Context: an optimization exercise on an open-source flow, tuned for small area and a short achievable clock period. The choices shown serve that exercise and are no tape-out recipe. RTL that was checked went through simulation tests only; none was proved equivalent to the original. For run 3, only the layout was checked, not whether the RTL still works. No activity file was given, so power comes from the tool's default toggle rates.

<file path="design/flow/standard.sh">
#!/bin/bash
# synth_recipe.tcl (not shown) runs the flow's synth.tcl, then flattens the netlist and writes it again
# the make line also repeats each setting of config.mk as NAME=value (left out here)
make -C /OpenROAD-flow-scripts/flow DESIGN_CONFIG=/design/flow/config.mk WORK_HOME=/design/flow/orfs CLKGATE_MAP_FILE= SYNTH_SCRIPT=/design/flow/synth_recipe.tcl "${@:-finish}"
</file>
<file path="design/flow/constraint.sdc">
create_clock -name core_clock -period 6.5 [get_ports {clk}]
set_input_delay 1.3000 -clock core_clock [delete_from_list [all_inputs] [get_ports {clk}]]
set_output_delay 1.3000 -clock core_clock [all_outputs]
set_load 0.01 [all_outputs]
</file>
<file path="design/flow/config.mk">
export PLATFORM = sky130hd
export DESIGN_NAME = ALU_top
export DESIGN_NICKNAME = ALU_top
export VERILOG_FILES = /design/flow/design.v
export SDC_FILE = /design/flow/constraint.sdc
export NUM_CORES = 4
export LEC_CHECK = 0
export CAP_MARGIN = 20
export CORE_MARGIN = 2
export CORE_UTILIZATION = 40
export SETUP_SLACK_MARGIN = 4.2
export SLEW_MARGIN = 20
</file>
<file path="design/flow/flow/abc.script">
strash
dch
map
topo
buffer
upsize
dnsize
</file>
<file path="design/flow/flow/run.sh">
#!/bin/bash
# The standard layout (standard.sh), with three changes to synthesis and
# placement. Registers and their names are the standard synthesis's.
#  - abc maps the logic with flow/abc.script, an area-first script; the
#    resizer then sizes the critical paths;
#  - full/half adder cells are not extracted (abc maps that logic too);
#  - the port buffers start as buf_1 cells (the resizer sizes them up where
#    timing needs it).
# Each tool's output goes to flow.log; ORFS keeps its own logs under orfs/.
set -euo pipefail
W=$PWD
export ADDER_MAP_FILE=
export BUFFER_PORTS_ARGS="-buffer_cell sky130_fd_sc_hd__buf_1"
{
  head -n 1 synth_recipe.tcl
  cat <<EOT
proc abc {args} {
  set i [lsearch -exact \$args -script]
  if {\$i >= 0} { lset args [expr {\$i + 1}] $W/flow/abc.script }
  yosys abc {*}\$args
}
EOT
  tail -n +2 synth_recipe.tcl
} > my_synth.tcl
sed "s#SYNTH_SCRIPT=[^ ]*#SYNTH_SCRIPT=$W/my_synth.tcl#" standard.sh > my_standard.sh
grep -q "SYNTH_SCRIPT=$W/my_synth.tcl" my_standard.sh
bash my_standard.sh > flow.log 2>&1
</file>
<file path="design/flow/design.v">
module ALU_operands (
    input  [63:0] A,
    input  [63:0] B,
    input  [3:0]  OPERATION,
    output [63:0] X,
    output [63:0] Y,
    output        cin
);
    wire op_and  = (OPERATION == 4'b0000);
    wire op_or   = (OPERATION == 4'b0001);
    wire op_pass = (OPERATION == 4'b0111);
    wire op_nor  = (OPERATION == 4'b1100);
    wire op_sub  = (OPERATION == 4'b0110);
    wire op_neg  = (OPERATION == 4'b0101);
    wire op_add  = ~(op_and | op_or | op_pass | op_nor | op_sub | op_neg);
    assign cin = op_sub | op_neg;
    wire x00 = op_nor;
    wire x01 = op_or | op_pass | op_neg;
    wire x10 = op_add | op_sub | op_or | op_neg;
    wire x11 = op_add | op_sub | op_and | op_or | op_pass;
    wire [63:0] Xr = (A & B & {64{x11}}) | (A & ~B & {64{x10}})
                   | (~A & B & {64{x01}}) | (~A & ~B & {64{x00}});
    assign X = {Xr[63:1], Xr[0] ^ op_neg};
    wire [63:0] tn = {~(A[62:1] | B[62:1]), ~(A[0] & B[0]), 1'b0};
    assign Y = ({64{op_add}} & B) | ({64{op_sub}} & ~B) | ({64{op_neg}} & tn);
endmodule
module ALU_add (
    input  [63:0] X,
    input  [63:0] Y,
    input         cin,
    output [63:0] Out,
    output        Z
);
    wire [63:0] p = X ^ Y;
    wire [63:0] g0 = X & Y;
    wire [63:0] g = {g0[63:1], g0[0] | (p[0] & cin)};
    localparam LV = 6;
    wire [63:0] gg [0:LV];
    wire [63:0] pp [0:LV];
    assign gg[0] = g;
    assign pp[0] = p;
    genvar l, j;
    generate
        for (l = 0; l < LV; l = l + 1) begin : lvl
            for (j = 0; j < 64; j = j + 1) begin : node
                if ((j >> l) & 1) begin : comb
                    localparam integer SRC = ((j >> l) << l) - 1;
                    assign gg[l+1][j] = gg[l][j] | (pp[l][j] & gg[l][SRC]);
                    assign pp[l+1][j] = pp[l][j] & pp[l][SRC];
                end else begin : pass
                    assign gg[l+1][j] = gg[l][j];
                    assign pp[l+1][j] = pp[l][j];
                end
            end
        end
    endgenerate
    assign Out = p ^ {gg[LV][62:0], cin};
    wire [63:0] t = X | Y;
    assign Z = &(p ~^ {t[62:0], cin});
endmodule
module ALU_top(
    input             clk,
    input      [63:0] A,
    input      [63:0] B,
    input      [3:0]  OPERATION,
    output reg [63:0] Out,
    output reg        Z
);
    wire [63:0] x_d, y_d;
    wire        cin_d;
    reg  [63:0] x_q, y_q;
    reg         cin_q;
    wire [63:0] alu_out;
    wire        alu_z;
    ALU_operands ops(.A(A), .B(B), .OPERATION(OPERATION), .X(x_d), .Y(y_d), .cin(cin_d));
    ALU_add      add(.X(x_q), .Y(y_q), .cin(cin_q), .Out(alu_out), .Z(alu_z));
    always @(posedge clk) begin
        x_q   <= x_d;
        y_q   <= y_d;
        cin_q <= cin_d;
        Out   <= alu_out;
        Z     <= alu_z;
    end
endmodule
</file>
==> results of run 1 <==
==> area by class of cell <==
type	instances	area share (%)
Sequential cell	194	24.1
Tap cell	390	3.02
Inverter	293	7.22
Timing Repair inverter	4	0.488
Antenna cell	1	0.0155
Multi-Input combinational cell	1260	48.4
Clock inverter	14	0.751
Timing Repair Buffer	301	13.3
Clock buffer	18	2.66
==> worst max-delay path, delay by kind of cell <==
family	cells	cell delay [ps]
compound gates	2	270
xor+xnor	1	160
buf+inv	4	520
simple gates	6	630
==> report_power, final <==
group          switching (W)  total, W  internal [W]
clock               0.000536   0.00104      0.000502
combinational        0.00108   0.00165      0.000565
sequential         0.0000867   0.00149       0.00140
total                0.00170   0.00417       0.00247
==> cells in the final DEF (no fill, tap or decap), drive strengths merged <==
| cell | instances |
|---|---|
| a21oi | 214 |
| diode | 1 |
| a211oi | 1 |
| nand4 | 30 |
| o21ai | 115 |
| o21a | 7 |
| nand2 | 292 |
| o211ai | 93 |
| o221ai | 8 |
| a311oi | 1 |
| a31oi | 7 |
| o31ai | 1 |
| clkbuf | 24 |
| and2 | 9 |
| nand3 | 127 |
| o21bai | 14 |
| a21boi | 3 |
| inv | 295 |
| xnor2 | 13 |
| nor3 | 9 |
| clkinv | 10 |
| o41ai | 1 |
| or2 | 7 |
| a221oi | 2 |
| o311ai | 31 |
| clkinvlp | 6 |
| bufbuf | 3 |
| dfxtp | 194 |
| xor2 | 66 |
| nor4 | 13 |
| nor2 | 155 |
| o22ai | 33 |
| a31o | 4 |
| a22oi | 4 |
| buf | 292 |
==> cell families (layout without fill, tap and decap cells) <==
kind of cell              count (synthesis)  after routing
other                                     0              1
and+or+nand+nor                         640            642
DFF                                     194            194
buffers and inverters                   350            630
xor gates and xnor gates                 79             79
AOI/OAI and AO/OA                       535            539
==> routing by layer <==
layer	vias to the layer above	global-route usage [%]	routed length [µm]
li1	6665	-	-
met3	148	4.55	4580
met2	754	46.4	22200
met5	-	0	12
met4	2	13.1	2450
met1	6384	39.3	20800
==> worst paths after layout <==
| check | end | slack (ps) | depth (start not counted) |
|---|---|---|---|
| hold / removal | Out[21] | 600 | 3 |
| setup reg to reg | Out[51] | 4210 | 11 |
| hold reg to reg | Out[21] | 600 | 3 |
| setup / recovery | x_q[0] | 3950 | 13 |
==> stage by stage <==
step	area (µm²)	hold WS, ps
detailed placement	13100	590
CTS	14900	611
global route	16200	674
floorplan	12200	462
global placement	13100	586
finish	16200	603
==> sequential cells by signal, summed over array words and instances (netlist names) <==
| register | flops |
|---|---|
| Out | 64 |
| x_q | 64 |
| Z | 1 |
| cin_q | 1 |
| y_q | 64 |
==> repair_timing <==
item                       in CTS  in global routing
setup endpoints to repair     165                169
hold buffers                    0                  0
pin swaps                      27                 66
buffers inserted               45                 33
gates cloned                   18                 11
gates resized for setup       113                215
==> flow_metrics.py, run 1 <==
metrics = {
    "routing": {
        "first_pass_iters": 8,
        "drcViolationCount": 0,
        "vias": 14000,
        "vias_per_cell": 5.64,
        "routed_wl_um": 50100,
        "ant_nets": 0,
        "avgRoutedWirePerCell_um": 20.2,
        "drt_iter0_markers": 1877,
    },
    "floorplanning": {
        "rows": 63,
        "die_w_um": 177,
        "dieArea_mm2": 0.0313,
        "io_pins": 198,
        "start_util_pct": 40.5,
        "core_area_mm2": 0.0296,
        "die_h_um": 177,
    },
    "critical_path": {
        "criticalPathCategory": "input pin to register",
        "slowest_delay_ps": 180,
        "crit_start": "OPERATION[1]",
        "worstPathMaxFanout": 7,
        "slowest_stage": "buf_6",
        "worstPathCellList": "buf_8 > nor2_4 > nand2_4 > nor2_4 > buf_12 > nor2_4 > nand3_4 > buf_12 > nand3_4 > buf_6 > a22oi_2 > o31ai_4 > xor2_1",
        "worstPathArrival_ps": 2880,
        "r2r-start": "x_q[21]",
        "cp_common_cell": "nor2_4",
        "cp_data_required_time_ps": 6830,
        "worst_setup_path_start_kind": "input pin",
        "crit_path_end_kind": "register",
    },
    "synthesis": {
        "synth_top_area_share_pct": 32.4,
        "ys.flop_type": "dfxtp_1",
        "ys_seq_area_share_pct": 32.4,
        "ys_warn_count": 2,
        "syn_nets": 1931,
        "synth_top_family_by_area": "compound AO/OA/AOI/OAI gates",
        "yosys-top-cells-count": "291 x inv_1, 291 x nand2_1, 210 x a21oi_1",
        "synth.mux.area_fraction_pct": 0,
        "synthXorXnorAreaFrac_pct": 5.78,
        "synth_area_mm2": 0.0120,
        "synth.area.top_cells": "dfxtp_1 32%, inv_1 9.1%, nand2_1 9.1%, a21oi_1 8.8%, o211ai_1 5.8%",
        "netlist_instances": 1798,
        "ys_async_sr_fraction_pct": 0,
        "syn_area_per_cell_um2": 6.66,
        "synth-simple-area-share_pct": 23.2,
        "ys_seq_elements": 194,
        "ys_types": 48,
        "synth_adder_area_share_pct": 0,
        "synth_top_cell_by_area": "dfxtp_1",
        "synth-compound-area-share_pct": 27.2,
        "synth-edff-count": 0,
    },
    "global_routing": {
        "antenna_found_initial": 2,
        "grt_max_degree": 36,
        "track_usage_pct": 29.3,
        "grt_pass1_wl_um": 69600,
        "grt_pass1_vias": 12200,
        "overflow": 0,
    },
    "min_path": {
        "hold_class": "register to register",
        "min-delay-start": "y_q[20]",
    },
    "clock_network": {
        "cts.clk_slew.worst_paths_ps": 80,
        "clk_latency_ps": 460,
        "numClockSinks": 194,
        "max-clock-path-buffers": 2,
        "cts_max_level": 4,
        "cts_buffers": 17,
        "cts_tree": "yes",
        "clock_tree.root_cell": "clkbuf_16",
    },
    "sta": {
        "rsz0062_at_grt": "yes",
        "fmaxAchievable_mhz": 392,
        "period_minus_slack_ps": 2550,
        "skew_ps": 16.6,
        "setup_viol_count_final": 0,
        "min_period_over_period_pct": 39.2,
        "slew_violations": 0,
        "hold_viol": 0,
        "layout_setup_ws_ps": 3950,
        "worst_pin_slew_ps": 652,
        "slew-limit-headroom_pct": 56.3,
        "setup_tns_ps": 0,
    },
    "placed_design": {
        "post-place-ws_ps": 1680,
        "place.gp.congestion": 0.883,
        "portBuffers": 197,
        "hpwlAfterDp_um": 29200,
        "dp_cells": 2335,
    },
    "cells_and_area": {
        "final_util_pct": 54.7,
        "fillers": 2823,
        "multiInputGateArea_mm2": 0.00782,
        "finalNonFillerCells": 2475,
        "areaGrowthSynthToFinish_pct": 34.9,
        "layout-drive-gt1-share_pct": 18.0,
        "nNetsFinal": 2204,
        "seqCellArea_mm2": 0.00390,
    },
    "pwr": {
        "vdd_drop_max_v": 0.000194,
        "power.total_w": 0.00417,
        "cellPowerDensity_mw_per_mm2": 258,
        "power.leakage_nw": 6.92,
    },
    "outcome": {
        "status": "complete, no violations",
    },
    "run": {
        "max-cap-violations": 0,
    },
}
==> run 2: changes to the inputs <==
==> design/flow/flow/run.sh (replaced) <==
#!/bin/bash
# The standard layout (standard.sh), with these changes to synthesis and
# placement. Registers and their names are the standard synthesis's.
#  - synthesis keeps the modules apart (SYNTH_HIERARCHICAL in config.mk) and
#    abc maps each module with its own script, flow/abc_<module>.script
#    (flow/abc.script for any other module), each with its own delay target;
#    the design is flattened afterwards as in the standard synthesis;
#  - full/half adder cells are not extracted (abc maps that logic too);
#  - the port buffers start as buf_1 cells (the resizer sizes them up where
#    timing needs it).
# make's output goes to flow.log; ORFS keeps each step's log under orfs/logs.
set -euo pipefail
W=$PWD
export ADDER_MAP_FILE=
export BUFFER_PORTS_ARGS="-buffer_cell sky130_fd_sc_hd__buf_1"
{
  head -n 1 synth_recipe.tcl
  cat <<EOT
proc abc {args} {
  set i [lsearch -exact \$args -script]
  set mods [split [string trim [tee -q -s result.string select -list-mod =*]] "\n"]
  set done {}
  foreach f [glob -nocomplain $W/flow/abc_*.script] {
    set m [string range [file rootname [file tail \$f]] 4 end]
    if {[lsearch -exact \$mods \$m] < 0} { continue }
    set a \$args
    lset a [expr {\$i + 1}] \$f
    yosys abc {*}\$a =\$m
    lappend done \$m
  }
  set rest [list]
  foreach m \$mods { if {[lsearch -exact \$done \$m] < 0} { lappend rest =\$m } }
  if {[llength \$rest]} {
    set a \$args
    lset a [expr {\$i + 1}] $W/flow/abc.script
    yosys abc {*}\$a {*}\$rest
  }
}
EOT
  tail -n +2 synth_recipe.tcl
} > my_synth.tcl
sed "s#SYNTH_SCRIPT=[^ ]*#SYNTH_SCRIPT=$W/my_synth.tcl#" standard.sh > my_standard.sh
grep -q "SYNTH_SCRIPT=$W/my_synth.tcl" my_standard.sh
bash my_standard.sh > flow.log 2>&1
==> design/flow/flow/abc_ALU_add.script (new file) <==
strash
dch
map -D 2000
topo
buffer
upsize -D 2000
dnsize -D 2000
==> design/flow/flow/abc_ALU_operands.script (new file) <==
strash
dch
map -D 1200
topo
buffer
upsize -D 1200
dnsize -D 1200
--- a/design/flow/config.mk
+++ b/design/flow/config.mk
@@ -10,3 +10,5 @@
 export CORE_UTILIZATION = 40
-export SETUP_SLACK_MARGIN = 4.2
+export SETUP_SLACK_MARGIN = 3.7
 export SLEW_MARGIN = 20
+export SYNTH_HIERARCHICAL = 1
+export SYNTH_MINIMUM_KEEP_SIZE = 0
==> run 2 against run 1 <==
Effect of this change:
- still clean
- global-route usage shrank 6.0 points
- critical path depth increased by 1
- synthesized cell count shrank 12%
- register-to-register slack got worse by 420 ps
- clock-buffer cell count did not move
- utilization shrank 5.3 points
- flip-flop and latch count is the same
- hold slack got worse by 41 ps
- first-iteration DRC count is 52% lower
- final cell count is 14% lower
- combinational power down 21%
- clock skew decreased by 4.3 ps
==> flow_metrics.py, run 2 <==
metrics = {
    "outcome": {
        "status": "complete, no violations",
    },
    "synthesis": {
        "ys_types": 42,
        "syn_area_per_cell_um2": 6.89,
        "synth_area_mm2": 0.0109,
        "synth.area.top_cells": "dfxtp_1 36%, inv_1 8.2%, xor2_1 7.7%, nor2_1 7.2%, o21ai_1 6.5%",
        "syn_nets": 1711,
        "ys_seq_elements": 194,
        "synth-edff-count": 0,
        "yosys-top-cells-count": "236 x inv_1, 209 x nor2_1, 194 x dfxtp_1",
        "synth_top_area_share_pct": 35.7,
        "synth_top_cell_by_area": "dfxtp_1",
        "synth_most_common_cell": "inv_1",
        "ys_seq_area_share_pct": 35.7,
        "ys_async_sr_fraction_pct": 0,
        "ys.flop_type": "dfxtp_1",
        "netlist_instances": 1578,
        "ys_warn_count": 436,
    },
    "routing": {
        "drt_iter0_markers": 908,
        "ant_nets": 0,
        "first_pass_iters": 8,
        "avgRoutedWirePerCell_um": 16.8,
        "vias_per_cell": 5.13,
        "vias": 11000,
        "drcViolationCount": 0,
        "routed_wl_um": 35900,
    },
    "critical_path": {
        "worstPathMaxFanout": 9,
        "cp_data_required_time_ps": 6850,
        "worstPathCellList": "inv_1 > nor2_1 > nor2_2 > inv_1 > nor3_1 > a221oi_2 > o221a_2 > inv_1 > a31oi_4 > nand2_4 > buf_4 > buf_4 > a221oi_1 > xnor2_1",
        "rr_endpoint": "Out[43]",
        "slowest_delay_ps": 330,
        "crit_path_end_kind": "register",
        "slowest_stage": "dfxtp_1",
        "worst_setup_path_start_kind": "register",
        "criticalPathCategory": "register to register",
        "reg2regPathDepth": 14,
        "regToRegSetupSlack_ps": 3790,
        "r2r-start": "y_q[18]",
        "cp_common_cell": "inv_1",
        "worstPathArrival_ps": 3060,
    },
    "cells_and_area": {
        "top_regs": "Out x64, x_q x64, y_q x64",
        "layout-drive-gt1-share_pct": 7.80,
        "layout_commonest_cell": "inv_1",
        "fillers": 2675,
        "finalNonFillerCells": 2137,
        "nNetsFinal": 1915,
        "areaGrowthSynthToFinish_pct": 21.7,
        "layout_common_cells": "235 x inv_1, 195 x buf_1, 194 x dfxtp_1",
    },
    "placed_design": {
        "portBuffers": 197,
        "hpwlAfterDp_um": 24000,
        "place.gp.congestion": 0.862,
        "dp_cells": 2077,
        "post-place-ws_ps": 2430,
    },
    "clock_network": {
        "clk_latency_ps": 440,
        "clock_tree.root_cell": "clkbuf_16",
        "max-clock-path-buffers": 2,
        "cts.clk_slew.worst_paths_ps": 70,
        "cts_buffers": 17,
        "ctsHoldBuffers": 0,
        "numClockSinks": 194,
        "cts_tree": "yes",
        "cts_max_level": 4,
    },
    "floorplanning": {
        "die_h_um": 169,
        "core_area_mm2": 0.0268,
        "io_pins": 198,
        "start_util_pct": 40.6,
        "die_w_um": 169,
        "dieArea_mm2": 0.0285,
        "rows": 60,
    },
    "pwr": {
        "cellPowerDensity_mw_per_mm2": 290,
        "power.total_w": 0.00383,
        "power.leakage_nw": 5.75,
        "vdd_drop_max_v": 0.000180,
    },
    "min_path": {
        "min-delay-start": "cin_q",
        "hold_class": "register to register",
        "hold_depth": 2,
        "holdPathEnd": "Out[0]",
    },
    "global_routing": {
        "grt_pass1_vias": 9676,
        "grt_max_degree": 65,
        "track_usage_pct": 23.3,
        "overflow": 0,
        "grt_pass1_wl_um": 51400,
        "antenna_found_initial": 1,
    },
    "sta": {
        "setup_tns_ps": 0,
        "whs_ps": 563,
        "hold_viol": 0,
        "setup_viol_count_final": 0,
        "layout_setup_ws_ps": 3790,
        "fmaxAchievable_mhz": 369,
        "slew-limit-headroom_pct": 63.2,
        "skew_ps": 12.3,
        "rsz0062_at_grt": "yes",
        "worst_pin_slew_ps": 550,
        "min_period_over_period_pct": 41.7,
        "slew_violations": 0,
        "period_minus_slack_ps": 2710,
    },
    "run": {
        "max-cap-violations": 0,
    },
}
==> run 2: metrics by stage <==
stage | utilization (%) | cell area (µm²)
finish | 49.4 | 13200
global route | 49.4 | 13200
CTS | 47.7 | 12800
detailed placement | 44.5 | 11900
global placement | 44.5 | 11900
floorplan | - | 10900
==> run 2: modules after synthesis (local to each module, per instance) <==
module	cell area, µm²	cells inside	flops+latches	times used
ALU_add	3640	679	0	1
ALU_operands	3350	705	0	1
ALU_top	3880	194	194	1
==> run 2: routing by layer <==
metal  GRT usage [%]  part of all wire, %
met2            37.9                   46
met3            5.05                  7.1
met5               0                    0
met1            31.1                   44
met4            6.93                  2.4
==> run 2: area by class of cell <==
class	instances	area [µm²]	share of cell area, %
diodes	1	2.50	0.0189
multi-input cells	1099	6210	47.0
flip-flops and latches	194	3880	29.4
well taps	341	427	3.22
repair buffers	231	1220	9.25
clock buffers	18	439	3.32
clock inverters	14	123	0.927
inverters	239	917	6.93
==> run 2: how the worst max path moves through the flow <==
| stage | startpoint | slack [ps] | end | cells past startpoint |
|---|---|---|---|---|
| floorplan | OPERATION[0] | 4000 | x_q[13] | 7 |
| global placement | OPERATION[0] | 2520 | x_q[29] | 10 |
| detailed placement | OPERATION[0] | 2430 | x_q[56] | 10 |
| CTS | y_q[33] | 3690 | Out[61] | 14 |
| global route | x_q[12] | 3570 | Out[53] | 12 |
| finish | y_q[18] | 3790 | Out[43] | 14 |
==> run 2: cells by family (layout without fill, tap and decap cells) <==
kind of cell,after synthesis,in the layout,share of synthesized area (%)
DFF,194,194,35.7
buffers and inverters,286,502,10.2
AOI/OAI and AO/OA,432,432,22.6
and+or+nand+nor,544,545,21.6
xor gates and xnor gates,122,122,9.83
other,0,1,0
==> run 2: report_power, final <==
group	switching, W	internal, W
registers	0.0000836	0.00143
logic	0.000860	0.000439
clock network	0.000502	0.000513
==> run 2: critical path, delay by kind of cell (launching register included) <==
kind	cells	cell delay, ps
compound gates	4	1020
buf+inv	5	540
simple gates	4	530
flops	1	330
xor+xnor	1	190
==> run 2: what timing repair did <==
action	CTS	global route
pin swaps	6	14
buffers inserted	6	13
gates cloned	4	4
setup endpoints to repair	160	100
endpoints found under the hold margin	0	0
gates resized for setup	38	59
==> run 3: changes to the inputs <==
--- a/design/flow/design.v
+++ b/design/flow/design.v
@@ -36,11 +36,31 @@
     wire [63:0] g = {g0[63:1], g0[0] | (p[0] & cin)};
-    localparam LV = 6;
-    wire [63:0] gg [0:LV];
-    wire [63:0] pp [0:LV];
-    assign gg[0] = g;
-    assign pp[0] = p;
-    genvar l, j;
+    localparam K = 4;
+    localparam NB = 64 / K;
+    wire [NB-1:0] bg, bp;      
+    wire [64:0] c;             
+    genvar l, j, i;
+    generate
+        for (j = 0; j < NB; j = j + 1) begin : blk
+            wire [K:0] gi, pi;     
+            assign gi[0] = 1'b0;
+            assign pi[0] = 1'b1;
+            for (i = 0; i < K; i = i + 1) begin : bt
+                assign gi[i+1] = g[j*K+i] | (p[j*K+i] & gi[i]);
+                assign pi[i+1] = p[j*K+i] & pi[i];
+                if (i > 0) begin : cin_i
+                    assign c[j*K+i] = gi[i] | (pi[i] & c[j*K]);
+                end
+            end
+            assign bg[j] = gi[K];
+            assign bp[j] = pi[K];
+        end
+    endgenerate
+    localparam LV = $clog2(NB);
+    wire [NB-1:0] gg [0:LV];
+    wire [NB-1:0] pp [0:LV];
+    assign gg[0] = bg;
+    assign pp[0] = bp;
     generate
         for (l = 0; l < LV; l = l + 1) begin : lvl
-            for (j = 0; j < 64; j = j + 1) begin : node
+            for (j = 0; j < NB; j = j + 1) begin : node
                 if ((j >> l) & 1) begin : comb
@@ -55,4 +75,9 @@
         end
+        for (j = 1; j < NB; j = j + 1) begin : bc
+            assign c[j*K] = gg[LV][j-1];
+        end
     endgenerate
-    assign Out = p ^ {gg[LV][62:0], cin};
+    assign c[0] = 1'b0;     
+    assign c[64] = 1'b0;
+    assign Out = p ^ {c[63:1], cin};
     wire [63:0] t = X | Y;
==> run 3 against run 2 <==
Effect of this change:
- still clean on timing, DRC and antenna
- clock skew down 0.64 ps
- global-route usage up 0.49 points
- sequential power about the same
- die area down 2.3%
- critical endpoint is now Out[63]
- largest cell class unchanged
- highest routed layer unchanged
==> flow_metrics.py, run 3 <==
metrics = {
    "cells_and_area": {
        "design_area_mm2": 0.0131,
        "nNetsFinal": 1862,
        "layout-drive-gt1-share_pct": 10.2,
        "layout_commonest_cell": "inv_1",
        "layout_common_cells": "205 x inv_1, 194 x buf_1, 188 x dfxtp_1",
        "multiInputGateArea_mm2": 0.00615,
        "top_regs": "Out x64, x_q x64, y_q x64",
        "seqCellArea_mm2": 0.00389,
        "num_antenna_cells": 0,
        "areaGrowthSynthToFinish_pct": 23.5,
        "fillers": 2599,
    },
    "pwr": {
        "vdd_drop_max_v": 0.000196,
        "power.leakage_nw": 5.62,
        "p_comb_share_pct": 33.1,
        "pwr-share-seq_pct": 39.0,
        "clkPwrFrac_pct": 27.9,
        "cellPowerDensity_mw_per_mm2": 297,
        "p_switching_w": 0.00142,
        "switching_share_pct": 36.5,
        "intPower_w": 0.00247,
    },
    "routing": {
        "avgRoutedWirePerCell_um": 17.2,
        "drt_iter0_markers": 1008,
        "top_layer": "met4",
        "routed_wl_um": 35700,
        "wl_met2_um": 16100,
        "first_pass_iters": 6,
        "m1WireLength_um": 16100,
        "vias": 10700,
        "met3RoutedLength_um": 2500,
        "drcViolationCount": 0,
        "vias_per_cell": 5.16,
        "ant_nets": 0,
    },
    "clock_network": {
        "max-clock-path-buffers": 2,
        "cts.clk_slew.worst_paths_ps": 80,
        "clock_tree.root_cell": "clkbuf_16",
        "cts_tree": "yes",
        "numClockSinks": 194,
        "clk_latency_ps": 440,
        "cts_max_level": 4,
        "cts_buffers": 17,
    },
    "critical_path": {
        "criticalPathCategory": "register to register",
        "crit_path_end_kind": "register",
        "worstPathArrival_ps": 3130,
        "worst_setup_path_start_kind": "register",
        "worstPathMaxFanout": 4,
        "regToRegSetupSlack_ps": 3680,
        "cp_data_required_time_ps": 6810,
    },
    "floorplanning": {
        "die_w_um": 167,
        "core_area_mm2": 0.0261,
        "dieArea_mm2": 0.0279,
        "rows": 59,
        "start_util_pct": 40.7,
        "io_pins": 198,
        "die_h_um": 167,
    },
    "placed_design": {
        "dpl_cell_area_mm2": 0.0117,
        "place.gp.congestion": 0.907,
        "portBuffers": 197,
        "hpwlAfterDp_um": 23800,
    },
    "sta": {
        "slew-limit-headroom_pct": 60.4,
        "fmaxAchievable_mhz": 355,
        "period_minus_slack_ps": 2820,
        "skew_ps": 11.7,
        "slew_violations": 0,
        "min_period_over_period_pct": 43.4,
        "setup_viol_count_final": 0,
        "rsz0062_at_grt": "yes",
        "hold_viol": 0,
        "setup_tns_ps": 0,
        "worst_pin_slew_ps": 594,
    },
    "run": {
        "max-cap-violations": 0,
    },
    "synthesis": {
        "syn_nets": 1643,
        "netlist_instances": 1510,
        "ys_async_sr_fraction_pct": 0,
        "ys_types": 45,
        "ys_warn_count": 436,
        "synth_top_cell_by_area": "dfxtp_1",
        "synth-edff-count": 0,
        "synth_top_area_share_pct": 36.6,
        "yosys-top-cells-count": "210 x inv_1, 198 x nor2_1, 194 x dfxtp_1",
        "synth.area.top_cells": "dfxtp_1 37%, inv_1 7.4%, xor2_1 7.1%, nor2_1 7.0%, o21ai_1 6.7%",
        "synth_most_common_cell": "inv_1",
        "ys_seq_area_share_pct": 36.6,
        "synth_area_mm2": 0.0106,
        "ys.flop_type": "dfxtp_1",
        "syn_area_per_cell_um2": 7.03,
        "ys_seq_elements": 194,
    },
    "global_routing": {
        "grt_pass1_wl_um": 52100,
        "track_usage_pct": 23.8,
        "grt_pass1_vias": 9639,
        "antenna_found_initial": 0,
        "grt_max_degree": 66,
        "overflow": 0,
    },
    "outcome": {
        "status": "complete, no violations",
    },
    "min_path": {
        "hold_class": "register to register",
    },
}
==> run 3: cell count changes after synthesis, sizes merged, moves of 7 or more <==
cell | previous run | this run
inv | 239 | 211
a21oi | 112 | 99
and2 | 26 | 37
nor2 | 212 | 203
xor2 | 95 | 86
nand4 | 20 | 12
a31oi | 10 | 3
nand3 | 80 | 73
nor3 | 12 | 19
==> run 3: cells by family after synthesis <==
kind of cell              synth area share, %
and+or+nand+nor                          21.9
buffers and inverters                    9.36
DFF                                      36.6
xor gates and xnor gates                 8.91
AOI/OAI and AO/OA                        23.3
==> run 3: what timing repair did <==
action,4_1_cts,5_1_grt
cloned,4,3
gates resized for setup,36,92
buffers inserted,14,20
pin swaps,7,33
hold buffers,0,0
endpoints found under the setup margin,146,143
==> run 3: worst paths after layout <==
kind	start	endpoint	depth (start not counted)
max	x_q[33]	Out[63]	15
max reg2reg	x_q[33]	Out[63]	15
min reg2reg	y_q[12]	Out[13]	3
min	y_q[12]	Out[13]	3
==> run 3: through the flow <==
stage                     setup WS [ps]  hold slack [ps]  utilization (%)  total power, W  std cells
final                              3680              583             50.3         0.00390       2077
after global routing               3510              594             50.3         0.00409       2077
after detailed placement           2220              535             44.7         0.00268       2004
after global placement             2310              535             44.7         0.00267       2004
after floorplan                    4000              447                -         0.00228       1510
after CTS                          3620              553             48.4         0.00381       2054
==> run 3: final cells by class <==
cell class / count / share of cell area [%]
Tap cell: 335 / 3.20
Sequential cell: 194 / 29.7
Clock buffer: 20 / 3.41
Inverter: 211 / 6.20
Timing Repair Buffer: 242 / 9.42
Multi-Input combinational cell: 1062 / 46.9
Timing Repair inverter: 1 / 0.0382
Clock inverter: 12 / 1.11
==> run 3: power groups by stage <==
stage / registers [W] / clock network [W] / logic, W
3_3_place_gp: 0.00154 / 0 / 0.00114
2_1_floorplan: 0.00161 / 0 / 0.000662
3_5_place_dp: 0.00154 / 0 / 0.00114
6_report: 0.00152 / 0.00109 / 0.00129
5_1_grt: 0.00154 / 0.00115 / 0.00140
4_1_cts: 0.00152 / 0.00110 / 0.00120
==> run 3: routing by layer <==
| metal | global-route usage [%] | vias to the layer above |
|---|---|---|
| li1 | - | 5467 |
| met1 | 32.2 | 4779 |
| met2 | 38.8 | 407 |
| met3 | 4.11 | 56 |
| met4 | 7.42 | 0 |
| met5 | 0 | - |
==> run 3: critical path: stages (launching register included) <==
cell and delay, ps:
dfxtp_2 350, nand2_1 130, inv_1 110, nor2_2 180, nand2_1 80, nor2_1 150, nand2_1 90, nor2_1 200
inv_1 100, nor3_2 210, inv_1 130, nor3_4 240, a31oi_2 130, buf_6 160, o311ai_4 310, xnor2_2 130
==> run 3: modules after synthesis (local to each module, per instance) <==
module / cell area (µm²) / copies in the design / cells inside
ALU_operands: 3350 / 1 / 705
ALU_top: 3880 / 1 / 194
ALU_add: 3380 / 1 / 611
==> run 4: changes to the inputs <==
==> design/flow/design.v (replaced) <==
module ALU_decode (
    input  [3:0] OPERATION,
    output [3:0] xt,         
    output [3:0] xt0,        
    output       y_b,        
    output       y_nb,       
    output       y_c,        
    output       cin
);
    wire op_and  = (OPERATION == 4'b0000);
    wire op_or   = (OPERATION == 4'b0001);
    wire op_pass = (OPERATION == 4'b0111);
    wire op_nor  = (OPERATION == 4'b1100);
    wire op_sub  = (OPERATION == 4'b0110);
    wire op_neg  = (OPERATION == 4'b0101);
    wire op_add  = ~(op_and | op_or | op_pass | op_nor | op_sub | op_neg);
    assign xt[0]  = op_nor;
    assign xt[1]  = op_or | op_pass | op_neg;
    assign xt[2]  = op_add | op_sub | op_or | op_neg;
    assign xt[3]  = op_add | op_sub | op_and | op_or | op_pass;
    assign xt0[0] = op_nor | op_neg;
    assign xt0[1] = op_or | op_pass;
    assign xt0[2] = op_add | op_sub | op_or;
    assign xt0[3] = op_add | op_sub | op_and | op_or | op_pass | op_neg;
    assign y_b  = op_add;
    assign y_nb = op_sub;
    assign y_c  = op_neg;
    assign cin  = op_sub | op_neg;
endmodule
module ALU_slice (
    input        a,
    input        b,
    input        c,
    input  [3:0] xt,
    input        y_b,
    input        y_nb,
    input        y_c,
    output       x,
    output       y
);
    assign x = b ? (a ? xt[3] : xt[1]) : (a ? xt[2] : xt[0]);
    assign y = (y_b & b) | (y_nb & ~b) | (y_c & c);
endmodule
module ALU_operands (
    input  [63:0] A,
    input  [63:0] B,
    input  [3:0]  OPERATION,
    output [63:0] X,
    output [63:0] Y,
    output        cin
);
    wire [3:0] xt, xt0;
    wire y_b, y_nb, y_c;
    ALU_decode dec(.OPERATION(OPERATION), .xt(xt), .xt0(xt0), .y_b(y_b), .y_nb(y_nb),
                   .y_c(y_c), .cin(cin));
    wire [63:0] c = {~(A[62:1] | B[62:1]), ~(A[0] & B[0]), 1'b0};
    genvar i;
    generate
        for (i = 0; i < 64; i = i + 1) begin : sl
            ALU_slice s(.a(A[i]), .b(B[i]), .c(c[i]), .xt(i == 0 ? xt0 : xt),
                        .y_b(y_b), .y_nb(y_nb), .y_c(y_c), .x(X[i]), .y(Y[i]));
        end
    endgenerate
endmodule
module ALU_add (
    input  [63:0] X,
    input  [63:0] Y,
    input         cin,
    output [63:0] Out,
    output        Z
);
    wire [63:0] p = X ^ Y;
    wire [63:0] g0 = X & Y;
    wire [63:0] g = {g0[63:1], g0[0] | (p[0] & cin)};
    localparam LV = 6;
    wire [63:0] gg [0:LV];
    wire [63:0] pp [0:LV];
    assign gg[0] = g;
    assign pp[0] = p;
    genvar l, j;
    generate
        for (l = 0; l < LV; l = l + 1) begin : lvl
            for (j = 0; j < 64; j = j + 1) begin : node
                if ((j >> l) & 1) begin : comb
                    localparam integer SRC = ((j >> l) << l) - 1;
                    assign gg[l+1][j] = gg[l][j] | (pp[l][j] & gg[l][SRC]);
                    assign pp[l+1][j] = pp[l][j] & pp[l][SRC];
                end else begin : pass
                    assign gg[l+1][j] = gg[l][j];
                    assign pp[l+1][j] = pp[l][j];
                end
            end
        end
    endgenerate
    assign Out = p ^ {gg[LV][62:0], cin};
    wire [63:0] t = X | Y;
    assign Z = &(p ~^ {t[62:0], cin});
endmodule
module ALU_top(
    input             clk,
    input      [63:0] A,
    input      [63:0] B,
    input      [3:0]  OPERATION,
    output reg [63:0] Out,
    output reg        Z
);
    wire [63:0] x_d, y_d;
    wire        cin_d;
    reg  [63:0] x_q, y_q;
    reg         cin_q;
    wire [63:0] alu_out;
    wire        alu_z;
    ALU_operands ops(.A(A), .B(B), .OPERATION(OPERATION), .X(x_d), .Y(y_d), .cin(cin_d));
    ALU_add      add(.X(x_q), .Y(y_q), .cin(cin_q), .Out(alu_out), .Z(alu_z));
    always @(posedge clk) begin
        x_q   <= x_d;
        y_q   <= y_d;
        cin_q <= cin_d;
        Out   <= alu_out;
        Z     <= alu_z;
    end
endmodule
==> design/flow/flow/abc_ALU_decode.script (new file) <==
strash
dch
map -D 300
topo
buffer
upsize -D 300
dnsize -D 300
==> design/flow/flow/abc_ALU_slice.script (new file) <==
&get -n
&st
&dch
&nf -a
&put
--- a/design/flow/config.mk
+++ b/design/flow/config.mk
@@ -9,3 +9,4 @@
 export CORE_MARGIN = 2
-export CORE_UTILIZATION = 40
+export CORE_UTILIZATION = 50
+export CTS_BUF_LIST = sky130_fd_sc_hd__clkbuf_8
 export SETUP_SLACK_MARGIN = 3.7
==> run 4 against run 3 <==
Effect of this change:
- clock skew is 3.0 ps higher
- highest routed layer unchanged
- first-iteration DRC count fell by 39%
- non-clock buffer count decreased by 28
- routed wire length shrank 14%
- largest cell class unchanged
- flip-flop and latch count unchanged
- combinational power is 9% lower
- largest power group unchanged
- synthesized cell count decreased by 19%
- global-route usage up 4.0 points
- final cell count down 16%
- critical path depth shrank 10
==> flow_metrics.py, run 4 <==
metrics = {
    "min_path": {
        "holdPathEnd": "Out[0]",
        "min-delay-start": "cin_q",
        "hold_depth": 2,
        "hold_class": "register to register",
    },
    "cells_and_area": {
        "top_regs": "Out x64, x_q x64, y_q x64",
        "layout-drive-gt1-share_pct": 12.7,
        "final_util_pct": 61.0,
        "num_antenna_cells": 0,
        "layout_commonest_cell": "nor2_1",
        "areaGrowthSynthToFinish_pct": 19.1,
        "nNetsFinal": 1590,
        "layout_common_cells": "221 x nor2_1, 196 x buf_1, 194 x dfxtp_1",
    },
    "outcome": {
        "status": "complete, no violations",
    },
    "global_routing": {
        "grt_pass1_vias": 8784,
        "track_usage_pct": 27.8,
        "grtUsageMet1_pct": 38.2,
        "overflow": 0,
        "grt_pass1_wl_um": 46900,
        "use_met2_pct": 45.4,
        "antenna_found_initial": 0,
        "grt-busiest-layer": "met2",
        "grt_max_degree": 65,
        "use_met3_pct": 4.88,
    },
    "routing": {
        "ant_nets": 0,
        "vias": 9369,
        "first_pass_iters": 5,
        "routed_wl_um": 30900,
        "drt_iter0_markers": 612,
        "avgRoutedWirePerCell_um": 17.7,
        "drcViolationCount": 0,
        "vias_per_cell": 5.38,
    },
    "placed_design": {
        "hpwlAfterDp_um": 20500,
        "place.gp.congestion": 0.864,
        "portBuffers": 197,
        "post-place-ws_ps": 2700,
    },
    "clock_network": {
        "cts_max_level": 4,
        "cts_tree": "yes",
        "clock_tree.root_cell": "clkbuf_8",
        "ctsHoldBuffers": 0,
        "clk_latency_ps": 480,
        "cts_buffers": 17,
        "max-clock-path-buffers": 2,
        "cts.clk_slew.worst_paths_ps": 90,
        "numClockSinks": 194,
    },
    "floorplanning": {
        "die_h_um": 148,
        "core_area_mm2": 0.0203,
        "rows": 52,
        "dieArea_mm2": 0.0220,
        "io_pins": 198,
        "start_util_pct": 51.2,
        "die_w_um": 148,
    },
    "sta": {
        "worst_pin_slew_ps": 845,
        "slew_violations": 0,
        "rsz0062_at_grt": "yes",
        "fmaxAchievable_mhz": 368,
        "hold_viol": 0,
        "setup_tns_ps": 0,
        "min_period_over_period_pct": 41.9,
        "layout_setup_ws_ps": 3780,
        "skew_ps": 14.7,
        "slew-limit-headroom_pct": 43.7,
        "period_minus_slack_ps": 2720,
        "setup_viol_count_final": 0,
    },
    "synthesis": {
        "ys.flop_type": "dfxtp_1",
        "ys_warn_count": 436,
        "ys_async_sr_fraction_pct": 0,
        "synth_top_area_share_pct": 37.3,
        "ys_types": 46,
        "syn_nets": 1356,
        "ys_seq_area_share_pct": 37.3,
        "yosys-top-cells-count": "250 x nor2_1, 194 x dfxtp_1, 110 x inv_1",
        "syn_area_per_cell_um2": 8.50,
        "synth-edff-count": 0,
        "netlist_instances": 1223,
        "synth_most_common_cell": "nor2_1",
        "synth_top_cell_by_area": "dfxtp_1",
        "synth.area.top_cells": "dfxtp_1 37%, mux4_2 14%, nor2_1 9.0%, xor2_1 7.9%, a22oi_1 4.8%",
        "synth_area_mm2": 0.0104,
        "ys_seq_elements": 194,
    },
    "critical_path": {
        "slowest_delay_ps": 570,
        "worstPathCellList": "buf_1 > nand3_2 > nand2_4 > clkinvlp_4 > mux4_2",
        "crit_start": "OPERATION[2]",
        "worstPathMaxFanout": 14,
        "regToRegSetupSlack_ps": 3820,
        "rr_endpoint": "Out[54]",
        "critical-path-top-delay-family": "buffers and inverters",
        "worstPathArrival_ps": 3070,
        "criticalPathCategory": "input pin to register",
        "cp_data_required_time_ps": 6850,
        "reg2regPathDepth": 12,
        "crit_path_end_kind": "register",
        "r2r-start": "x_q[19]",
        "slowest_stage": "mux4_2",
        "worst_setup_path_start_kind": "input pin",
        "worst-path-buf-inv": 2,
    },
    "pwr": {
        "vdd_drop_max_v": 0.000137,
        "power.total_w": 0.00355,
        "power.leakage_nw": 4.97,
        "cellPowerDensity_mw_per_mm2": 286,
    },
    "run": {
        "max-cap-violations": 0,
    },
}
## run 4: cell types whose count changed after synthesis, sizes merged, moves of 64 or more
cell	change
o211ai	-64
nand2	-98
clkinv	+64
o21ai	-126
inv	-99
mux4	+64
## run 4: power breakdown
part	switching, W	leakage (nW)	internal [W]
clock	0.000438	0.222	0.000429
sequential	0.0000902	1.63	0.00142
combinational	0.000737	3.11	0.000428
total	0.00127	4.97	0.00228
## run 4: final cells by class
| cell class | count | area (µm²) |
|---|---|---|
| fillers | 1902 | 7920 |
| multi-input cells | 853 | 6140 |
| flip-flops and latches | 194 | 3880 |
| repair buffers | 214 | 888 |
| inverters | 176 | 687 |
| well taps | 270 | 338 |
| clock buffers | 18 | 248 |
| clock inverters | 14 | 188 |
| repair inverters | 1 | 7.51 |
## run 4: per-module statistics from Yosys, one instance, submodules excluded
module,cells,flops+latches,cell area [µm²],times used
ALU_top,194,194,3880,1
ALU_add,679,0,3640,1
ALU_operands,64,0,240,1
ALU_decode,30,0,156,1
ALU_slice,4,0,38.8,64
## run 4: how the worst max path moves through the flow
stage	depth (start not counted)	to
2_1_floorplan	5	x_q[10]
3_3_place_gp	7	x_q[60]
3_5_place_dp	8	y_q[34]
4_1_cts	8	y_q[34]
5_1_grt	17	Out[61]
6_report	5	x_q[30]
## run 4: cells by family (layout without fill, tap and decap cells)
family                    count (synthesis)  count (layout)  share of synthesized area (%)
DFF                                     194             194                           37.3
xor gates and xnor gates                121             121                           10.2
muxes                                    64              64                           13.9
buffers and inverters                   179             423                           6.52
AOI/OAI and AO/OA                       241             241                           14.5
other                                     1               1                         0.0361
and+or+nand+nor                         423             426                           17.5
## run 4: routing by layer
metal  wire length [µm]  up-vias
li1                   -     4665
met1              13700     4350
met2              14200      317
met3               2320       37
met4                629        0
met5                  0        -
## run 4: metrics by stage
| step | instance area [µm²] | std cells | hold slack (ps) |
|---|---|---|---|
| detailed placement | 11600 | 1694 | 572 |
| finish | 12400 | 1740 | 614 |
| global placement | 11600 | 1694 | 574 |
| CTS | 12100 | 1732 | 595 |
| global route | 12400 | 1740 | 650 |
| floorplan | 10400 | 1223 | 464 |
## run 4: repair_timing
item,in CTS,in global routing
gates resized for setup,13,61
setup endpoints to repair,159,161
pin swaps,2,12
cloned,3,1
setup buffers,3,7
## run 4: worst reg2reg max path, stage by stage (launching register included)
cell and delay [ps]:
dfxtp_1 350, inv_1 50, nor2_1 270, nor2_1 170, a221oi_2 390, o221a_2 250, inv_1 80, a31oi_4 220
nand2_4 100, inv_4 140, nor4_1 60, a311oi_1 310, xor2_1 210
==> run 5: changes to the inputs <==
--- a/design/flow/config.mk
+++ b/design/flow/config.mk
@@ -9,5 +9,4 @@
 export CORE_MARGIN = 2
-export CORE_UTILIZATION = 50
-export CTS_BUF_LIST = sky130_fd_sc_hd__clkbuf_8
-export SETUP_SLACK_MARGIN = 3.7
+export CORE_UTILIZATION = 40
+export SETUP_SLACK_MARGIN = 3.4
 export SLEW_MARGIN = 20
==> run 5 against run 4 <==
Effect of this change:
- still clean
- routed wire length is 3.3% lower
- worst setup slack got worse by 140 ps
- synthesized cell count is the same
- first-iteration DRC count up 4.4%
- register-to-register slack worse by 180 ps
- clock skew is 5.5 ps lower
- hold slack got worse by 6.2 ps
- cell area down 0.68%
- non-clock buffer count decreased by 9
- sequential share of layout area grew 0.21 points
- critical endpoint is now Out[53]
==> flow_metrics.py, run 5 <==
metrics = {
    "synthesis": {
        "ys.flop_type": "dfxtp_1",
        "synth-edff-count": 0,
        "syn_area_per_cell_um2": 8.50,
        "ys_seq_area_share_pct": 37.3,
        "syn_nets": 1356,
        "synth.area.top_cells": "dfxtp_1 37%, mux4_2 14%, nor2_1 9.0%, xor2_1 7.9%, a22oi_1 4.8%",
        "synth_area_mm2": 0.0104,
        "ys_warn_count": 436,
        "yosys-top-cells-count": "250 x nor2_1, 194 x dfxtp_1, 110 x inv_1",
        "synth_top_cell_by_area": "dfxtp_1",
        "netlist_instances": 1223,
        "ys_seq_elements": 194,
        "synth_most_common_cell": "nor2_1",
        "synth_top_area_share_pct": 37.3,
        "ys_types": 46,
        "ys_async_sr_fraction_pct": 0,
    },
    "min_path": {
        "hold_depth": 3,
        "hold_class": "register to register",
        "holdPathEnd": "Out[3]",
        "min-delay-start": "y_q[2]",
    },
    "critical_path": {
        "r2r-start": "y_q[5]",
        "worst_setup_path_start_kind": "register",
        "worstPathMaxFanout": 24,
        "worstPathArrival_ps": 3190,
        "critical-path-top-delay-family": "simple AND/OR/NAND/NOR gates",
        "cp_data_required_time_ps": 6830,
        "worst-path-buf-inv": 2,
        "reg2regPathDepth": 15,
        "crit_path_end_kind": "register",
        "worstPathCellList": "nor2_1 > nor2_1 > a21oi_1 > nor3_1 > a211oi_1 > nand2_2 > nand3_1 > nand3_4 > nand4_1 > nand2_1 > buf_8 > inv_2 > nor4_2 > a2111oi_2 > xor2_1",
        "cp_common_cell": "nor2_1",
        "regToRegSetupSlack_ps": 3640,
        "criticalPathCategory": "register to register",
        "slowest_stage": "dfxtp_1",
        "rr_endpoint": "Out[53]",
        "slowest_delay_ps": 300,
    },
    "sta": {
        "period_minus_slack_ps": 2860,
        "hold_viol": 0,
        "rsz0062_at_grt": "no",
        "fmaxAchievable_mhz": 350,
        "setup_viol_count_final": 0,
        "skew_ps": 9.19,
        "setup_tns_ps": 0,
        "worst_pin_slew_ps": 972,
        "min_period_over_period_pct": 44.0,
        "slew-limit-headroom_pct": 35.2,
        "slew_violations": 0,
    },
    "cells_and_area": {
        "areaGrowthSynthToFinish_pct": 18.3,
        "final_util_pct": 47.7,
        "layout-drive-gt1-share_pct": 9.63,
        "num_antenna_cells": 0,
        "top_regs": "Out x64, x_q x64, y_q x64",
        "nNetsFinal": 1577,
        "layout_common_cells": "242 x nor2_1, 197 x buf_1, 194 x dfxtp_1",
        "layout_commonest_cell": "nor2_1",
    },
    "clock_network": {
        "cts_buffers": 17,
        "ctsHoldBuffers": 0,
        "cts.clk_slew.worst_paths_ps": 70,
        "clk_latency_ps": 430,
        "clock_tree.root_cell": "clkbuf_16",
        "numClockSinks": 194,
        "cts_tree": "yes",
        "max-clock-path-buffers": 2,
        "cts_post_setup_buffers_inserted": 0,
        "cts_max_level": 4,
    },
    "floorplanning": {
        "die_w_um": 165,
        "die_h_um": 165,
        "rows": 59,
        "start_util_pct": 40.4,
        "core_area_mm2": 0.0258,
        "dieArea_mm2": 0.0273,
        "io_pins": 198,
    },
    "pwr": {
        "intPower_w": 0.00244,
        "p_switching_w": 0.00125,
        "cellPowerDensity_mw_per_mm2": 300,
        "pwr-share-seq_pct": 40.8,
        "p_comb_share_pct": 30.2,
        "switching_share_pct": 33.9,
        "power.leakage_nw": 4.94,
        "vdd_drop_max_v": 0.000161,
        "clkPwrFrac_pct": 29.0,
    },
    "routing": {
        "vias": 9272,
        "drcViolationCount": 0,
        "vias_per_cell": 5.18,
        "avgRoutedWirePerCell_um": 16.7,
        "routed_wl_um": 29900,
        "drt_iter0_markers": 639,
        "first_pass_iters": 5,
        "ant_nets": 0,
    },
    "global_routing": {
        "antenna_found_initial": 2,
        "grt_pass1_wl_um": 45500,
        "grt_max_degree": 65,
        "grt_pass1_vias": 8639,
        "track_usage_pct": 21.9,
        "overflow": 0,
    },
    "placed_design": {
        "place.gp.congestion": 0.832,
        "hpwlAfterDp_um": 21000,
        "portBuffers": 197,
    },
    "run": {
        "max-cap-violations": 0,
    },
    "outcome": {
        "status": "complete, no violations",
    },
}
run 5: cell counts after synthesis:
No cell type changed its count.
run 5: worst max-delay path by stage:
stage / startpoint / to / slack (ps) / cells past startpoint
global route: y_q[16] / Out[54] / 3410 / 13
CTS: x_q[1] / Out[53] / 3470 / 15
global placement: OPERATION[3] / y_q[39] / 3350 / 8
detailed placement: OPERATION[3] / y_q[50] / 3280 / 8
floorplan: OPERATION[3] / x_q[10] / 3100 / 5
finish: y_q[5] / Out[53] / 3640 / 15
run 5: timing repair:
item | in CTS | in global routing
endpoints found under the setup margin | 1 | 15
resized for setup | 2 | 16
pin swaps | 0 | 1
run 5: routing by layer:
layer | GRT usage, % | vias up | share of wire (%)
met1 | 28.6 | 4318 | 44
met2 | 36.6 | 280 | 47
met3 | 4.40 | 40 | 7.0
met4 | 6.96 | 2 | 2.0
met5 | 0 | - | 0.044
li1 | - | 4632 | -
run 5: cell families (layout without fill, tap and decap cells):
| group | Yosys count | after routing | synth area share [%] |
|---|---|---|---|
| xor+xnor | 121 | 121 | 10.2 |
| simple gates | 423 | 423 | 17.5 |
| buf+inv | 179 | 410 | 6.52 |
| compound gates | 241 | 241 | 14.5 |
| flops | 194 | 194 | 37.3 |
| mux | 64 | 64 | 13.9 |
| other cells | 1 | 1 | 0.0361 |
run 5: layout make-up:
| type | count | area (µm²) |
|---|---|---|
| timing repair buffer | 205 | 807 |
| multi-input combinational | 850 | 5930 |
| clock buffer | 19 | 443 |
| inverter | 176 | 674 |
| clock inverter | 10 | 138 |
| sequential | 194 | 3880 |
| tap | 335 | 419 |
| fill | 2562 | 13500 |
run 5: through the flow:
stage / worst slack (ps) / power (W) / instances / cell area (µm²) / hold WS, ps
6_report: 3640 / 0.00369 / 1789 / 12300 / 608
5_1_grt: 3410 / 0.00390 / 1789 / 12300 / 634
4_1_cts: 3470 / 0.00371 / 1789 / 12200 / 605
2_1_floorplan: 3100 / 0.00224 / 1223 / 10400 / 464
3_3_place_gp: 3350 / 0.00262 / 1760 / 11600 / 587
3_5_place_dp: 3280 / 0.00263 / 1760 / 11600 / 590
run 5: power groups by stage:
| stage | Sequential, W | Combinational (W) | Clock, W |
|---|---|---|---|
| finish | 0.00151 | 0.00112 | 0.00107 |
| global route | 0.00153 | 0.00124 | 0.00113 |
| CTS | 0.00151 | 0.00111 | 0.00109 |
| detailed placement | 0.00153 | 0.00110 | 0 |
| global placement | 0.00153 | 0.00109 | 0 |
| floorplan | 0.00160 | 0.000643 | 0 |
run 5: modules after synthesis (local to each module, per instance):
module	cell area [µm²]	cells	flip-flops and latches
ALU_top	3880	194	194
ALU_add	3640	679	0
ALU_operands	240	64	0
ALU_decode	156	30	0
ALU_slice	38.8	4	0
run 5: tightest hold or removal path, cell delays in order, from the launching register on:
cell and delay [ps]:
dfxtp_1 320, nand2_1 70, o21ai_0 90, xor2_1 80
==> run 6: changes to the inputs <==
--- a/design/flow/config.mk
+++ b/design/flow/config.mk
@@ -10,3 +10,3 @@
 export CORE_UTILIZATION = 40
-export SETUP_SLACK_MARGIN = 3.4
+export SETUP_SLACK_MARGIN = 4.0
 export SLEW_MARGIN = 20
==> run 6 against run 5 <==
Effect of this change:
- global-route usage up 1.6 points
- first-iteration DRC count up 13%
- synthesized area unchanged
- cell area up 10%
- critical path depth down 3
- register-to-register slack better by 310 ps
- via count up 6.6%
- clock-buffer cell count up 5
- flip-flop and latch count unchanged
- combinational power up about 20%
==> flow_metrics.py, run 6 <==
metrics = {
    "floorplanning": {
        "die_w_um": 165,
        "core_area_mm2": 0.0258,
        "die_h_um": 165,
        "start_util_pct": 40.4,
        "io_pins": 198,
        "rows": 59,
        "dieArea_mm2": 0.0273,
    },
    "routing": {
        "vias": 9881,
        "routed_wl_um": 34300,
        "ant_nets": 0,
        "vias_per_cell": 5.34,
        "drcViolationCount": 0,
        "avgRoutedWirePerCell_um": 18.5,
        "drt_iter0_markers": 723,
        "first_pass_iters": 5,
    },
    "global_routing": {
        "grt_max_degree": 65,
        "overflow": 0,
        "use_met3_pct": 4.12,
        "grtUsageMet1_pct": 30.8,
        "antenna_found_initial": 1,
        "track_usage_pct": 23.5,
        "grt_pass1_wl_um": 48700,
        "grt-busiest-layer": "met2",
        "grt_pass1_vias": 9276,
        "use_met2_pct": 39.9,
    },
    "synthesis": {
        "ys_seq_elements": 194,
        "yosys-top-cells-count": "250 x nor2_1, 194 x dfxtp_1, 110 x inv_1",
        "ys_warn_count": 436,
        "ys_async_sr_fraction_pct": 0,
        "netlist_instances": 1223,
        "synth_most_common_cell": "nor2_1",
        "ys_types": 46,
        "ys.flop_type": "dfxtp_1",
        "synth.area.top_cells": "dfxtp_1 37%, mux4_2 14%, nor2_1 9.0%, xor2_1 7.9%, a22oi_1 4.8%",
        "ys_seq_area_share_pct": 37.3,
        "synth_top_area_share_pct": 37.3,
        "syn_area_per_cell_um2": 8.50,
        "synth_top_cell_by_area": "dfxtp_1",
        "syn_nets": 1356,
        "synth_area_mm2": 0.0104,
        "synth-edff-count": 0,
    },
    "critical_path": {
        "crit_path_end_kind": "register",
        "cp_data_required_time_ps": 6830,
        "slowest_stage": "dfxtp_1",
        "worst_setup_path_start_kind": "register",
        "crit_start": "x_q[36]",
        "worstPathArrival_ps": 2890,
        "criticalPathCategory": "register to register",
        "worstPathCellList": "and2_1 > nor2_2 > nand2_1 > inv_1 > nand3_4 > nor3_4 > inv_2 > nor2_4 > nand4_1 > nor2_4 > a31oi_1 > xnor2_1",
        "cp_common_cell": "nor2_4",
        "slowest_delay_ps": 310,
        "worstPathMaxFanout": 5,
        "r2r-start": "x_q[36]",
    },
    "pwr": {
        "p_switching_w": 0.00139,
        "cellPowerDensity_mw_per_mm2": 284,
        "intPower_w": 0.00247,
        "p_comb_share_pct": 34.7,
        "switching_share_pct": 36.0,
        "pwr-share-seq_pct": 39.4,
        "vdd_drop_max_v": 0.000153,
        "clkPwrFrac_pct": 25.8,
        "power.leakage_nw": 5.37,
    },
    "placed_design": {
        "portBuffers": 197,
        "place.gp.congestion": 0.819,
        "post-place-ws_ps": 2880,
        "hpwlAfterDp_um": 21700,
        "dp_cells": 1759,
    },
    "clock_network": {
        "clk_latency_ps": 430,
        "clock_tree.root_cell": "clkbuf_16",
        "cts_max_level": 4,
        "max-clock-path-buffers": 2,
        "cts_buffers": 17,
        "cts.clk_slew.worst_paths_ps": 70,
        "cts_tree": "yes",
        "numClockSinks": 194,
    },
    "sta": {
        "period_minus_slack_ps": 2560,
        "worst_pin_slew_ps": 620,
        "hold_viol": 0,
        "setup_viol_count_final": 0,
        "skew_ps": 10.1,
        "whs_ps": 626,
        "slew_violations": 0,
        "slew-limit-headroom_pct": 58.3,
        "setup_tns_ps": 0,
        "min_period_over_period_pct": 39.3,
        "layout_setup_ws_ps": 3940,
        "fmaxAchievable_mhz": 391,
        "rsz0062_at_grt": "yes",
    },
    "min_path": {
        "min-delay-start": "cin_q",
        "hold_class": "register to register",
    },
    "cells_and_area": {
        "nNetsFinal": 1633,
        "layout_common_cells": "193 x buf_1, 184 x dfxtp_1, 180 x nor2_1",
        "layout-drive-gt1-share_pct": 26.0,
        "layout_commonest_cell": "buf_1",
        "top_regs": "Out x64, x_q x64, y_q x64",
        "areaGrowthSynthToFinish_pct": 30.7,
        "finalNonFillerCells": 1849,
    },
    "outcome": {
        "status": "complete, no violations",
    },
    "run": {
        "max-cap-violations": 0,
    },
}
## run 6: cells by family (layout without fill, tap and decap cells)
| kind of cell | after synthesis | after routing | share of synthesized area (%) |
|---|---|---|---|
| muxes | 64 | 64 | 13.9 |
| xor gates and xnor gates | 121 | 121 | 10.2 |
| DFF | 194 | 194 | 37.3 |
| other | 1 | 2 | 0.0361 |
| AOI/OAI and AO/OA | 241 | 241 | 14.5 |
| and+or+nand+nor | 423 | 424 | 17.5 |
| buffers and inverters | 179 | 468 | 6.52 |
## run 6: per-layer routing
metal  vias up  part of all wire, %  routed length, µm
li1       4748                    -                  -
met1      4730                   43              14600
met2       351                   49              16700
met3        52                  6.3               2140
met4         0                  2.3                780
met5         -                    0                  0
## run 6: layout make-up
cell class / instances / area, µm²
fill: 2456 / 12200
multi-input combinational: 851 / 6640
sequential: 194 / 3900
timing repair buffer: 258 / 1310
inverter: 176 / 751
clock buffer: 24 / 492
tap: 335 / 419
clock inverter: 8 / 53.8
timing repair inverter: 2 / 15.0
antenna: 1 / 2.50
## run 6: metrics by stage
step,total power [W],util [%],instance area [µm²]
finish,0.00385,52.7,13600
global route,0.00405,52.7,13600
CTS,0.00370,49.3,12700
detailed placement,0.00265,45.6,11700
global placement,0.00263,45.6,11700
floorplan,0.00225,-,10500
## run 6: path summary, 6_finish.rpt
| check | end | cells after the start | slack [ps] |
|---|---|---|---|
| min reg2reg | Out[0] | 2 | 630 |
| max | Out[51] | 12 | 3940 |
| max reg2reg | Out[51] | 12 | 3940 |
| min | Out[0] | 2 | 630 |
## run 6: power groups by stage
stage	sequential, W	combinational [W]	clock (W)
2_1_floorplan	0.00160	0.000652	0
3_3_place_gp	0.00153	0.00110	0
3_5_place_dp	0.00154	0.00111	0
4_1_cts	0.00151	0.00118	0.00101
5_1_grt	0.00154	0.00145	0.00106
6_report	0.00152	0.00134	0.000996
## run 6: per-module statistics from Yosys (local to each module, per instance)
module / flip-flops and latches / cells inside / times used
ALU_slice: 0 / 4 / 64
ALU_add: 0 / 679 / 1
ALU_decode: 0 / 30 / 1
ALU_top: 194 / 194 / 1
ALU_operands: 0 / 64 / 1
## run 6: timing repair
item                                    CTS  global route
gates cloned                              3             3
gates resized for setup                  75           169
hold endpoints to repair                  0             0
pin swaps                                12            45
endpoints found under the setup margin  167           126
hold buffers                              0             0
buffers inserted                         17            34
## run 6: worst max-delay path, delay by kind of cell, from the launching register on
family / cells / cell delay, ps
flip-flops: 1 / 310
AO/OA/AOI/OAI: 1 / 140
buffers and inverters: 2 / 270
XOR/XNOR: 1 / 260
AND/OR/NAND/NOR: 8 / 1480
==> run 7: changes to the inputs <==
==> design/flow/flow/abc_ALU_add.script (replaced) <==
strash
dch
map -D 2400
topo
buffer
upsize -D 2400
dnsize -D 2400
--- a/design/flow/config.mk
+++ b/design/flow/config.mk
@@ -10,3 +10,3 @@
 export CORE_UTILIZATION = 40
-export SETUP_SLACK_MARGIN = 4.0
+export SETUP_SLACK_MARGIN = 3.7
 export SLEW_MARGIN = 20
==> run 7 against run 6 <==
Effect of this change:
- worst setup slack worse by 180 ps
- die area down 0.40%
- sequential share of layout area up 2.0 points
- first-iteration DRC count down 5.4%
- critical endpoint is now Out[53]
- non-clock buffer count down 38
- routed wire length down 10%
- critical path depth up 6
- clock power up 6%
- critical path type unchanged
- still clean
- utilization down 2.6 points
- register-to-register slack worse by 180 ps
==> flow_metrics.py, run 7 <==
metrics = {
    "synthesis": {
        "synth_top_area_share_pct": 37.5,
        "synth.area.top_cells": "dfxtp_1 38%, mux4_2 14%, nor2_1 9.2%, xor2_1 7.9%, a22oi_1 4.9%",
        "ys.flop_type": "dfxtp_1",
        "yosys-top-cells-count": "253 x nor2_1, 194 x dfxtp_1, 116 x inv_1",
        "syn_nets": 1357,
        "synth_top_cell_by_area": "dfxtp_1",
        "synth_area_mm2": 0.0104,
        "ys_warn_count": 436,
        "ys_seq_area_share_pct": 37.5,
        "synth_most_common_cell": "nor2_1",
        "ys_types": 40,
        "ys_async_sr_fraction_pct": 0,
        "synth-edff-count": 0,
        "ys_seq_elements": 194,
        "netlist_instances": 1224,
        "syn_area_per_cell_um2": 8.46,
    },
    "global_routing": {
        "track_usage_pct": 22.2,
        "overflow": 0,
        "grt_max_degree": 65,
        "grt_pass1_wl_um": 46300,
        "grt_pass1_vias": 8763,
        "antenna_found_initial": 3,
    },
    "cells_and_area": {
        "layout_common_cells": "218 x nor2_1, 196 x buf_1, 190 x dfxtp_1",
        "fillers": 2448,
        "top_regs": "Out x64, x_q x64, y_q x64",
        "design_area_mm2": 0.0127,
        "layout-drive-gt1-share_pct": 14.2,
        "areaGrowthSynthToFinish_pct": 22.7,
        "layout_commonest_cell": "nor2_1",
        "nNetsFinal": 1595,
        "final_util_pct": 50.2,
    },
    "critical_path": {
        "r2r-start": "y_q[10]",
        "worstPathMaxFanout": 7,
        "slowest_delay_ps": 330,
        "crit_path_end_kind": "register",
        "rr_endpoint": "Out[53]",
        "crit_start": "y_q[10]",
        "critical-path-top-delay-family": "compound AO/OA/AOI/OAI gates",
        "reg2regPathDepth": 18,
        "criticalPathCategory": "register to register",
        "slowest_stage": "dfxtp_2",
        "worstPathCellList": "nor2_2 > nor2_4 > inv_1 > nor2_1 > inv_1 > nor2_2 > a211oi_2 > inv_1 > a21oi_1 > nand2_1 > a31oi_4 > inv_2 > nand4_1 > nand2_4 > clkinvlp_4 > nor4_2 > a2111oi_2 > xor2_1",
        "worstPathArrival_ps": 3100,
        "worst_setup_path_start_kind": "register",
        "cp_data_required_time_ps": 6860,
        "setup.worst_path.end": "Out[53]",
        "cp.depth": 18,
        "regToRegSetupSlack_ps": 3760,
        "worst-path-buf-inv": 5,
        "cp_common_cell": "inv_1",
    },
    "clock_network": {
        "cts.clk_slew.worst_paths_ps": 70,
        "cts_tree": "yes",
        "clock_tree.root_cell": "clkbuf_16",
        "cts_max_level": 4,
        "max-clock-path-buffers": 2,
        "numClockSinks": 194,
        "clk_latency_ps": 430,
        "cts_buffers": 17,
    },
    "routing": {
        "drt_iter0_markers": 684,
        "routed_wl_um": 30800,
        "avgRoutedWirePerCell_um": 17.0,
        "first_pass_iters": 5,
        "drcViolationCount": 0,
        "ant_nets": 0,
        "vias": 9401,
        "vias_per_cell": 5.20,
    },
    "floorplanning": {
        "core_area_mm2": 0.0253,
        "die_h_um": 165,
        "io_pins": 198,
        "die_w_um": 165,
        "start_util_pct": 40.9,
        "dieArea_mm2": 0.0272,
        "rows": 58,
    },
    "sta": {
        "rsz0062_at_grt": "yes",
        "setup_tns_ps": 0,
        "layout_setup_ws_ps": 3760,
        "hold_viol": 0,
        "slew-limit-headroom_pct": 50.0,
        "period_minus_slack_ps": 2740,
        "slew_violations": 0,
        "worst_pin_slew_ps": 750,
        "fmaxAchievable_mhz": 365,
        "setup_viol_count_final": 0,
        "min_period_over_period_pct": 42.1,
        "skew_ps": 8.74,
    },
    "pwr": {
        "power.total_w": 0.00377,
        "cellPowerDensity_mw_per_mm2": 297,
        "power.leakage_nw": 5.07,
        "vdd_drop_max_v": 0.000148,
    },
    "run": {
        "max-cap-violations": 0,
    },
    "min_path": {
        "min-delay-start": "cin_q",
        "hold_class": "register to register",
    },
    "placed_design": {
        "dpl_cell_area_mm2": 0.0116,
        "place.gp.congestion": 0.881,
        "portBuffers": 197,
        "hpwlAfterDp_um": 21200,
        "post-place-ws_ps": 2880,
    },
    "outcome": {
        "status": "complete, no violations",
    },
}
==> run 7: changes by cell type after synthesis, sizes merged, moves of 2 or more <==
| cell | previous run | this run |
|---|---|---|
| inv | 112 | 117 |
| nor3 | 9 | 7 |
| buf | 3 | 1 |
| clkbuf | 0 | 2 |
| nand2 | 77 | 74 |
==> run 7: metal layers <==
layer / vias to the layer above / wire [µm] / global-route usage [%]
met1: 4394 / 13500 / 29.3
li1: 4676 / - / -
met3: 48 / 1820 / 3.79
met5: - / 16 / 0
met4: 2 / 794 / 7.27
met2: 281 / 14600 / 37.0
==> run 7: per-stage QoR <==
stage                     hold slack, ps  instances
after floorplan                      464       1224
after global placement               554       1757
after detailed placement             557       1757
after CTS                            571       1795
after global routing                 610       1805
final                                564       1807
==> run 7: worst register-to-register path: stages, from the launching register on <==
cell and delay, ps:
dfxtp_2 330, nor2_2 220, nor2_4 90, inv_1 60, nor2_1 30, inv_1 80, nor2_2 50, a211oi_2 230
inv_1 90, a21oi_1 140, nand2_1 100, a31oi_4 190, inv_2 80, nand4_1 160, nand2_4 100, clkinvlp_4 170
nor4_2 70, a2111oi_2 310, xor2_1 180
==> run 7: timing repair <==
action,CTS,global route
setup endpoints to repair,78,161
hold endpoints to repair,0,0
gates resized for setup,33,77
buffers inserted,4,10
gates cloned,2,0
hold buffers,0,0
pin swaps,4,15
==> run 7: logic make-up after synthesis <==
| family | count (synthesis) | share of synthesized area, % |
|---|---|---|
| AND/OR/NAND/NOR | 416 | 17.1 |
| AO/OA/AOI/OAI | 244 | 14.5 |
| flip-flops | 194 | 37.5 |
| buffers and inverters | 184 | 6.71 |
| XOR/XNOR | 121 | 10.2 |
| multiplexers | 64 | 13.9 |
| other | 1 | 0.0362 |
==> run 7: how the worst min path moves through the flow <==
stage	end	cells after the start
detailed placement	Out[0]	2
global route	Out[0]	2
finish	Out[0]	2
global placement	Out[0]	2
CTS	Out[0]	2
floorplan	Out[0]	2
==> run 7: layout make-up <==
type                    count  area (µm²)  area share, %
clock inverters            11         128           1.00
clock buffers              21         460           3.62
well taps                 330         413           3.25
diodes                      2        5.00         0.0394
repair buffers            220         928           7.31
inverters                 181         702           5.53
flip-flops and latches    194        3890           30.6
multi-input cells         848        6170           48.6
==> run 7: power breakdown <==
group	total, W	internal [W]	switching [W]
clock network	0.00106	0.000590	0.000471
registers	0.00151	0.00142	0.0000861
logic	0.00120	0.000438	0.000758
==> run 7: per-module statistics from Yosys, one instance, submodules excluded <==
module        flops+latches  area, µm²  copies in the design  cells
ALU_add                   0       3590                     1    680
ALU_decode                0        156                     1     30
ALU_operands              0        240                     1     64
ALU_slice                 0       38.8                    64      4
ALU_top                 194       3880                     1    194

Setup slack of run 7, layout unchanged: 3.761 ns with ideal ports, 3.761 ns with driving cells assumed (clock clkbuf_16, inputs buf_2), 3.377 ns with port delays also shifted by the 0.473 ns mid clock arrival.
